Background: an optimization exercise with open tools, aiming at small area. Do not read the settings as production practice.
Where RTL was checked, it was by simulation tests only, not by an equivalence proof against the original.
No activity file was given, so power comes from the tool's default toggle rates.

==> inputs of v15 <==
==> flow/design.v <==
module ge_button (
    input  clk,
    input  rst,
    input  noisy,
    output p_edge,
    output n_edge
);
    reg [1:0] st;
    reg [4:0] q;
    reg       ed;
    wire done = q[4] & q[1] & q[0];
    reg [1:0] st_n;
    always @(*) begin
        case (st)
            2'd0: st_n = noisy ? 2'd0 : 2'd1;
            2'd1: st_n = noisy ? 2'd0 : (done ? 2'd2 : 2'd1);
            2'd2: st_n = noisy ? 2'd3 : 2'd2;
            default: st_n = noisy ? (done ? 2'd0 : 2'd3) : 2'd2;
        endcase
    end
    always @(posedge clk) begin
        if (rst) begin
            st <= 2'd0;
            q  <= 5'd0;
            ed <= 1'b0;
        end else begin
            st <= st_n;
            ed <= st[1];
            if (st[0])
                q <= done ? 5'd0 : q + 5'd1;
        end
    end
    assign p_edge = st[1] & ~ed;
    assign n_edge = ~st[1] & ed;
endmodule
module game_engine (
    input        clk,
    input        rst,
    input        btn_logic0,
    input        btn_logic1,
    input        btn_activity,
    input  [6:0] rd_addr,
    output [1:0] rd_data,
    output [4:0] cur_x,
    output [4:0] cur_y,
    output [4:0] score_circ,
    output [4:0] score_tri,
    output [1:0] turn,
    output [3:0] press_cnt_x,
    output [3:0] press_cnt_y,
    output [2:0] state,
    output       win,
    output [3:0] mov_tri,
    output [3:0] mov_circ,
    output [1:0] slope,
    output [6:0] win_end_x,
    output [6:0] win_end_y,
    output       recent_mov,
    output       move_entered,
    output [3:0] rp_tri_x,
    output [3:0] rp_tri_y,
    output [3:0] rp_circ_x,
    output [3:0] rp_circ_y,
    output [3:0] entered_x,
    output [3:0] entered_y,
    output       game_over,
    output       error
);
    wire l0, l1, act, act_n;
    ge_button b0 (.clk(clk), .rst(rst), .noisy(btn_logic0),   .p_edge(l0),    .n_edge());
    ge_button b1 (.clk(clk), .rst(rst), .noisy(btn_logic1),   .p_edge(l1),    .n_edge());
    ge_button b2 (.clk(clk), .rst(rst), .noisy(btn_activity), .p_edge(act_n), .n_edge(act));
    reg       cen;
    reg [8:0] btim;
    reg       ar;
    always @(posedge clk) begin
        if (rst) begin
            cen  <= 1'b0;
            btim <= 9'd0;
            ar   <= 1'b0;
        end else begin
            if (act)
                cen <= 1'b0;
            else if (act_n)
                cen <= 1'b1;
            if (act)
                btim <= 9'd0;
            else if (cen)
                btim <= btim + 9'd1;
            ar <= &btim;
        end
    end
    localparam S_IN = 3'd0, S_MV = 3'd1, S_WIN = 3'd2, S_MOD = 3'd3, S_OVER = 3'd7;
    reg [2:0]  gs;
    reg [4:0]  mc;        
    reg [7:0]  rc;
    reg [2:0]  pcx, pcy;
    reg [1:0]  tn;
    reg [3:0]  x, y;
    reg [4:0]  sct, scc;
    reg [2:0]  cnt;       
    reg [2:0]  cs;        
    reg [3:0]  d;         
    reg [3:0]  mvt, mvc;
    reg [1:0]  slp;
    reg [3:0]  lmx, lmy;
    reg [3:0]  rtx, rty, rcx, rcy;
    reg [3:0]  xp, yp;
    reg        err;
    reg [1:0]  qa;
    reg [199:0] bd;       
    reg [6:0]  bk0, bk1, bk2, bk3;
    wire [6:0] mov_idx = {y, 3'b000} + {2'b00, y, 1'b0} + {3'b000, x};
    wire [1:0] mnx = {x[1] | x[2] | x[3], x[0] | x[2] | x[3]};    
    wire [1:0] mny = {y[1] | y[2] | y[3], y[0] | y[2] | y[3]};
    wire [1:0] mxx = {~(x[3] & x[0]), ~(x[3] & ~x[0])};            
    wire [1:0] mxy = {~(y[3] & y[0]), ~(y[3] & ~y[0])};
    wire [1:0] pmn = (mnx < mny) ? mnx : mny;
    wire [1:0] pmx = (mxx < mxy) ? mxx : mxy;
    wire [3:0] nmax = (mny >= mxx) ? {2'b00, mxx} : -{2'b00, mny};
    wire [3:0] nmin = (mnx <= mxy) ? -{2'b00, mnx} : {2'b00, mxy};
    reg [3:0] dmax;
    always @(*) begin
        case (cs)
            3'd2: dmax = {2'b00, mxx};
            3'd3: dmax = {2'b00, mxy};
            3'd4: dmax = {2'b00, pmx};
            default: dmax = nmax;
        endcase
    end
    wire dexit = {~d[3], d[2:0]} > {~dmax[3], dmax[2:0]};    
    wire [6:0] dx7 = {{3{d[3]}}, d};
    reg  [6:0] off;
    always @(*) begin
        case (cs)
            3'd2: off = dx7;
            3'd3: off = {dx7[3:0], 3'b000} + {dx7[5:0], 1'b0};
            3'd4: off = {dx7[3:0], 3'b000} + {dx7[5:0], 1'b0} + dx7;
            3'd5: off = dx7 - {dx7[3:0], 3'b000} - {dx7[5:0], 1'b0};
            default: off = 7'd0;
        endcase
    end
    wire [6:0] ridx = mov_idx + off;
    wire [1:0] rcell = (ridx < 7'd100) ? bd[{ridx, 1'b0} +: 2] : 2'b00;
    wire       match = (rcell == tn);
    wire [3:0] dm1 = d - 4'd1;
    wire [3:0] wlx = x + ((cs == 3'd3) ? 4'd0 : dm1);
    wire [3:0] wly = y + ((cs == 3'd2) ? 4'd0 : (cs == 3'd5) ? -dm1 : dm1);
    wire valid    = (x < 4'd10) && (y < 4'd10);
    wire place    = (gs == S_MV) && valid && (rcell == 2'b00);
    wire blk      = (gs == S_MOD) && (mc == 5'd11 || mc == 5'd12 || mc == 5'd23 || mc == 5'd24);
    wire [1:0] bsel = {mc[4], ~mc[0]};
    wire [6:0] bkv  = (bsel == 2'd0) ? bk0 : (bsel == 2'd1) ? bk1 : (bsel == 2'd2) ? bk2 : bk3;
    wire [6:0] waddr = (gs == S_MV) ? mov_idx : bkv;
    wire [1:0] wd    = (gs == S_MV) ? tn : 2'b11;
    wire       wen   = place | blk;
    wire       clr   = rst | ((gs == S_OVER) && (rc == 8'd255));
    genvar gi;
    generate
        for (gi = 0; gi < 100; gi = gi + 1) begin : g_cell
            wire we = wen && (waddr == gi);
            always @(posedge clk) begin
                if (clr)
                    bd[2*gi +: 2] <= 2'b00;
                else if (we)
                    bd[2*gi +: 2] <= bd[2*gi +: 2] | wd;
            end
        end
    endgenerate
    always @(posedge clk) begin
        if (rst)
            qa <= 2'b00;
        else
            qa <= (rd_addr < 7'd100) ? bd[{rd_addr, 1'b0} +: 2] : 2'b00;
    end
    always @(posedge clk) begin
        if (place && mc[4:2] == 3'd0) begin
            case (mc[1:0])
                2'd0: bk0 <= mov_idx;
                2'd1: bk1 <= mov_idx;
                2'd2: bk2 <= mov_idx;
                default: bk3 <= mov_idx;
            endcase
        end
    end
    always @(posedge clk) begin
        if (rst) begin
            gs  <= S_IN;
            mc  <= 5'd0;
            rc  <= 8'd0;
            pcx <= 3'd0;
            pcy <= 3'd0;
            tn  <= 2'd0;
            x   <= 4'd0;
            y   <= 4'd0;
            sct <= 5'd0;
            scc <= 5'd0;
            cnt <= 3'd0;
            cs  <= 3'd0;
            mvt <= 4'd0;
            mvc <= 4'd0;
            slp <= 2'd0;
            lmx <= 4'd0;
            lmy <= 4'd0;
            rtx <= 4'd0;
            rty <= 4'd0;
            rcx <= 4'd0;
            rcy <= 4'd0;
            xp  <= 4'd0;
            yp  <= 4'd0;
            err <= 1'b0;
        end else begin
            case (gs)
                S_IN: begin
                    cnt <= 3'd0;
                    cs  <= 3'd0;
                    if (mc == 5'd25) begin
                        mc  <= 5'd26;
                        gs  <= S_MOD;
                        pcx <= 3'd0;
                        pcy <= 3'd0;
                    end else if (ar) begin
                        pcx <= 3'd0;
                        pcy <= 3'd0;
                        x   <= 4'd0;
                        y   <= 4'd0;
                    end else if (tn == 2'd0) begin
                        tn <= 2'd1;
                    end else if ((l0 | l1) && !pcy[2]) begin
                        y[pcy[1:0]] <= ~l0;
                        pcy <= pcy + 3'd1;
                    end else if ((l0 | l1) && !pcx[2]) begin
                        x[pcx[1:0]] <= ~l0;
                        pcx <= pcx + 3'd1;
                    end else if (act) begin
                        if (pcx[2] && pcy[2]) begin
                            gs <= S_MV;
                            xp <= x;
                            yp <= y;
                        end else begin
                            pcx <= 3'd0;
                            pcy <= 3'd0;
                            x   <= 4'd0;
                            y   <= 4'd0;
                        end
                    end
                end
                S_MV: begin
                    pcx <= 3'd0;
                    pcy <= 3'd0;
                    if (!place) begin
                        gs  <= S_IN;
                        err <= 1'b1;
                    end else begin
                        err <= 1'b0;
                        gs  <= S_MOD;
                        mc  <= mc + 5'd1;
                        if (tn == 2'd1) begin
                            mvt <= mvt + 4'd1;
                            rtx <= x;
                            rty <= y;
                        end else if (tn == 2'd2) begin
                            mvc <= mvc + 4'd1;
                            rcx <= x;
                            rcy <= y;
                        end
                    end
                end
                S_MOD: begin
                    gs <= (mc == 5'd26) ? S_OVER : S_WIN;
                end
                S_WIN: begin
                    if (cs == 3'd0) begin
                        cs <= 3'd1;
                    end else if (cs == 3'd1) begin
                        cs <= 3'd2;
                        d  <= -{2'b00, mnx};
                    end else if (cnt == 3'd4) begin
                        if (tn == 2'd1)
                            sct <= sct + 5'd1;
                        else if (tn == 2'd2)
                            scc <= scc + 5'd1;
                        gs  <= S_OVER;
                        slp <= (cs == 3'd2) ? 2'd0 : (cs == 3'd3) ? 2'd3 : (cs == 3'd4) ? 2'd1 : 2'd2;
                        lmx <= wlx;
                        lmy <= wly;
                    end else if (dexit) begin
                        cnt <= 3'd0;
                        if (cs == 3'd5) begin
                            cs  <= 3'd0;
                            gs  <= S_IN;
                            pcx <= 3'd0;
                            pcy <= 3'd0;
                            x   <= 4'd0;
                            y   <= 4'd0;
                            tn  <= ~tn;
                        end else begin
                            cs <= cs + 3'd1;
                            d  <= (cs == 3'd2) ? -{2'b00, mny} :
                                  (cs == 3'd3) ? -{2'b00, pmn} : nmin;
                        end
                    end else begin
                        d   <= d + 4'd1;
                        cnt <= match ? cnt + 3'd1 : 3'd0;
                    end
                end
                S_OVER: begin
                    if (rc == 8'd255) begin
                        rc  <= 8'd0;
                        mc  <= 5'd0;
                        mvt <= 4'd0;
                        mvc <= 4'd0;
                        gs  <= S_IN;
                    end else begin
                        rc <= rc + 8'd1;
                    end
                end
                default: gs <= S_IN;
            endcase
        end
    end
    assign rd_data      = qa;
    assign cur_x        = {1'b0, x};
    assign cur_y        = {1'b0, y};
    assign score_circ   = scc;
    assign score_tri    = sct;
    assign turn         = tn;
    assign press_cnt_x  = {1'b0, pcx};
    assign press_cnt_y  = {1'b0, pcy};
    assign state        = gs;
    assign win          = (gs == S_OVER) && (mc != 5'd26);
    assign mov_tri      = mvt;
    assign mov_circ     = mvc;
    assign slope        = slp;
    assign win_end_x    = {3'b000, lmx};
    assign win_end_y    = {3'b000, lmy};
    assign recent_mov   = (gs == S_MOD) && (mc != 5'd26);
    assign move_entered = (gs == S_MV);
    assign rp_tri_x     = rtx;
    assign rp_tri_y     = rty;
    assign rp_circ_x    = rcx;
    assign rp_circ_y    = rcy;
    assign entered_x    = xp;
    assign entered_y    = yp;
    assign game_over    = (gs == S_OVER) && (rc != 8'd0);
    assign error        = err;
endmodule
==> flow/run.sh <==
#!/bin/bash
# synth_recipe.tcl (not shown) runs the flow's synth.tcl, then flattens the netlist and writes it again
# the make line also repeats each setting of config.mk as NAME=value (left out here)
make -C /OpenROAD-flow-scripts/flow DESIGN_CONFIG=/design/flow/config.mk WORK_HOME=/design/flow/orfs CLKGATE_MAP_FILE= SYNTH_SCRIPT=/design/flow/synth_recipe.tcl finish
==> flow/config.mk <==
export PLATFORM = sky130hd
export DESIGN_NAME = game_engine
export DESIGN_NICKNAME = game_engine
export VERILOG_FILES = /design/flow/design.v
export SDC_FILE = /design/flow/constraint.sdc
export NUM_CORES = 4
export LEC_CHECK = 0
export CAP_MARGIN = 20
export CORE_MARGIN = 2
export CORE_UTILIZATION = 40
export PLACE_DENSITY = 0.6
export SLEW_MARGIN = 20
==> flow/constraint.sdc <==
create_clock -name core_clock -period 10.0 [get_ports {clk}]
set_input_delay 2.0000 -clock core_clock [delete_from_list [all_inputs] [get_ports {clk}]]
set_output_delay 2.0000 -clock core_clock [all_outputs]
set_load 0.01 [all_outputs]
==> v37: changes against v15 <==
--- a/flow/design.v
+++ b/flow/design.v
@@ -103,3 +103,2 @@
     reg [3:0]  d;         
-    reg [3:0]  mvt, mvc;
     reg [1:0]  slp;
@@ -157,11 +156,17 @@
     wire       clr   = rst | ((gs == S_OVER) && (rc == 8'd255));
+    wire [6:0]  hs0, hs1;
+    wire [15:0] ls;
     genvar gi;
     generate
+        for (gi = 0; gi < 7; gi = gi + 1) begin : g_hs
+            assign hs0[gi] = wen && wd[0] && (waddr[6:4] == gi);
+            assign hs1[gi] = wen && wd[1] && (waddr[6:4] == gi);
+        end
+        for (gi = 0; gi < 16; gi = gi + 1) begin : g_ls
+            assign ls[gi] = (waddr[3:0] == gi);
+        end
         for (gi = 0; gi < 100; gi = gi + 1) begin : g_cell
-            wire we = wen && (waddr == gi);
             always @(posedge clk) begin
-                if (clr)
-                    bd[2*gi +: 2] <= 2'b00;
-                else if (we)
-                    bd[2*gi +: 2] <= bd[2*gi +: 2] | wd;
+                bd[2*gi]   <= ~clr & (bd[2*gi]   | (hs0[gi / 16] & ls[gi % 16]));
+                bd[2*gi+1] <= ~clr & (bd[2*gi+1] | (hs1[gi / 16] & ls[gi % 16]));
             end
@@ -199,4 +204,2 @@
             cs  <= 3'd0;
-            mvt <= 4'd0;
-            mvc <= 4'd0;
             slp <= 2'd0;
@@ -258,3 +261,2 @@
                         if (tn == 2'd1) begin
-                            mvt <= mvt + 4'd1;
                             rtx <= x;
@@ -262,3 +264,2 @@
                         end else if (tn == 2'd2) begin
-                            mvc <= mvc + 4'd1;
                             rcx <= x;
@@ -310,4 +311,2 @@
                         mc  <= 5'd0;
-                        mvt <= 4'd0;
-                        mvc <= 4'd0;
                         gs  <= S_IN;
@@ -331,4 +330,6 @@
     assign win          = (gs == S_OVER) && (mc != 5'd26);
-    assign mov_tri      = mvt;
-    assign mov_circ     = mvc;
+    wire [4:0] mcl  = (mc == 5'd26) ? 5'd25 : mc;
+    wire       stri = tn[0] ^ mc[0] ^ gs[1];
+    assign mov_tri      = mcl[4:1] + {3'b000, stri & mcl[0]};
+    assign mov_circ     = mcl[4:1] + {3'b000, ~stri & mcl[0]};
     assign slope        = slp;
CORE_UTILIZATION = 70   (was 40)
CTS_BUF_LIST = sky130_fd_sc_hd__clkbuf_4   (was not set)
PLACE_DENSITY = 0.8   (was 0.6)
==> notes.md <==
| Parameter | Reported | Unit |
|:---|:---|:---|
| Most common cell after layout, fill and taps aside | sky130_fd_sc_hd__dfxtp_1 | - |
| Source of the worst hold timing path | bd[0] | - |
| Met1 routing resource usage after global routing | 30.6 | % |
| Run status | finished clean | - |
| Met3 Track Usage GR | 4.37 | % |
| Critical R2R Capture | bd[141] | - |
| Clock buffer count from CTS | 43 | - |
| Sequential-to-total area share from yosys stat | 35.5 | % |
| Transition time of the tightest slew-check pin | 1.11 | ns |
| Pre-CTS WS | 2.90 | ns |
| Synthesized-area fraction occupied by and/or/nand/nor cells | 13.2 | % |
# the run above: v15

==> notes.md <==
| Parameter | Reported | Unit |
|:---|:---|:---|
| Run status | finished clean | - |
| Met1 routing resource usage after global routing | 46.7 | % |
| Met3 Track Usage GR | 10.2 | % |
| Synthesized-area fraction occupied by and/or/nand/nor cells | 16.7 | % |
| Power Density | 134 | nW/um^2 |
| Data buffer area share | 4.56 | % |
| Source of the worst hold timing path | lmy[0] | - |
| Transition time of the tightest slew-check pin | 1.21 | ns |
| Clock buffer count from CTS | 92 | - |
| Maximum resistive drop on vdd | 0.148 | mV |
# the run above: v37

No functional check of the RTL was part of v37.

port drivers added, routing unchanged:
In the flow no input, the clock included, has a driving cell. The finished layouts below were timed again as built, in two steps.
Step 1 sets driving cells, clkbuf_16 on the clock port and buf_2 on the other inputs (assumed; they add their load-dependent delay and slew).
Step 2 times the ports against the registers' clock, not the clock port: input delays grow and output delays shrink by t, the midpoint of the rising clock arrivals with the driver on.
Slacks: ideal / step 1 / step 2; pairs: ideal / step 1.
| run | t (ns) | setup WS [ns] | hold WS [ns] | worst setup path at the end |
|---|---|---|---|---|
| v15 | 0.635 | 2.717 / 2.717 / 2.717 | 0.457 / 0.457 / 0.457 | register to register |
| v37 | 0.774 | 3.180 / 3.180 / 3.180 | 0.460 / 0.460 / 0.460 | register to register |
After both steps every run listed still meets setup and hold.
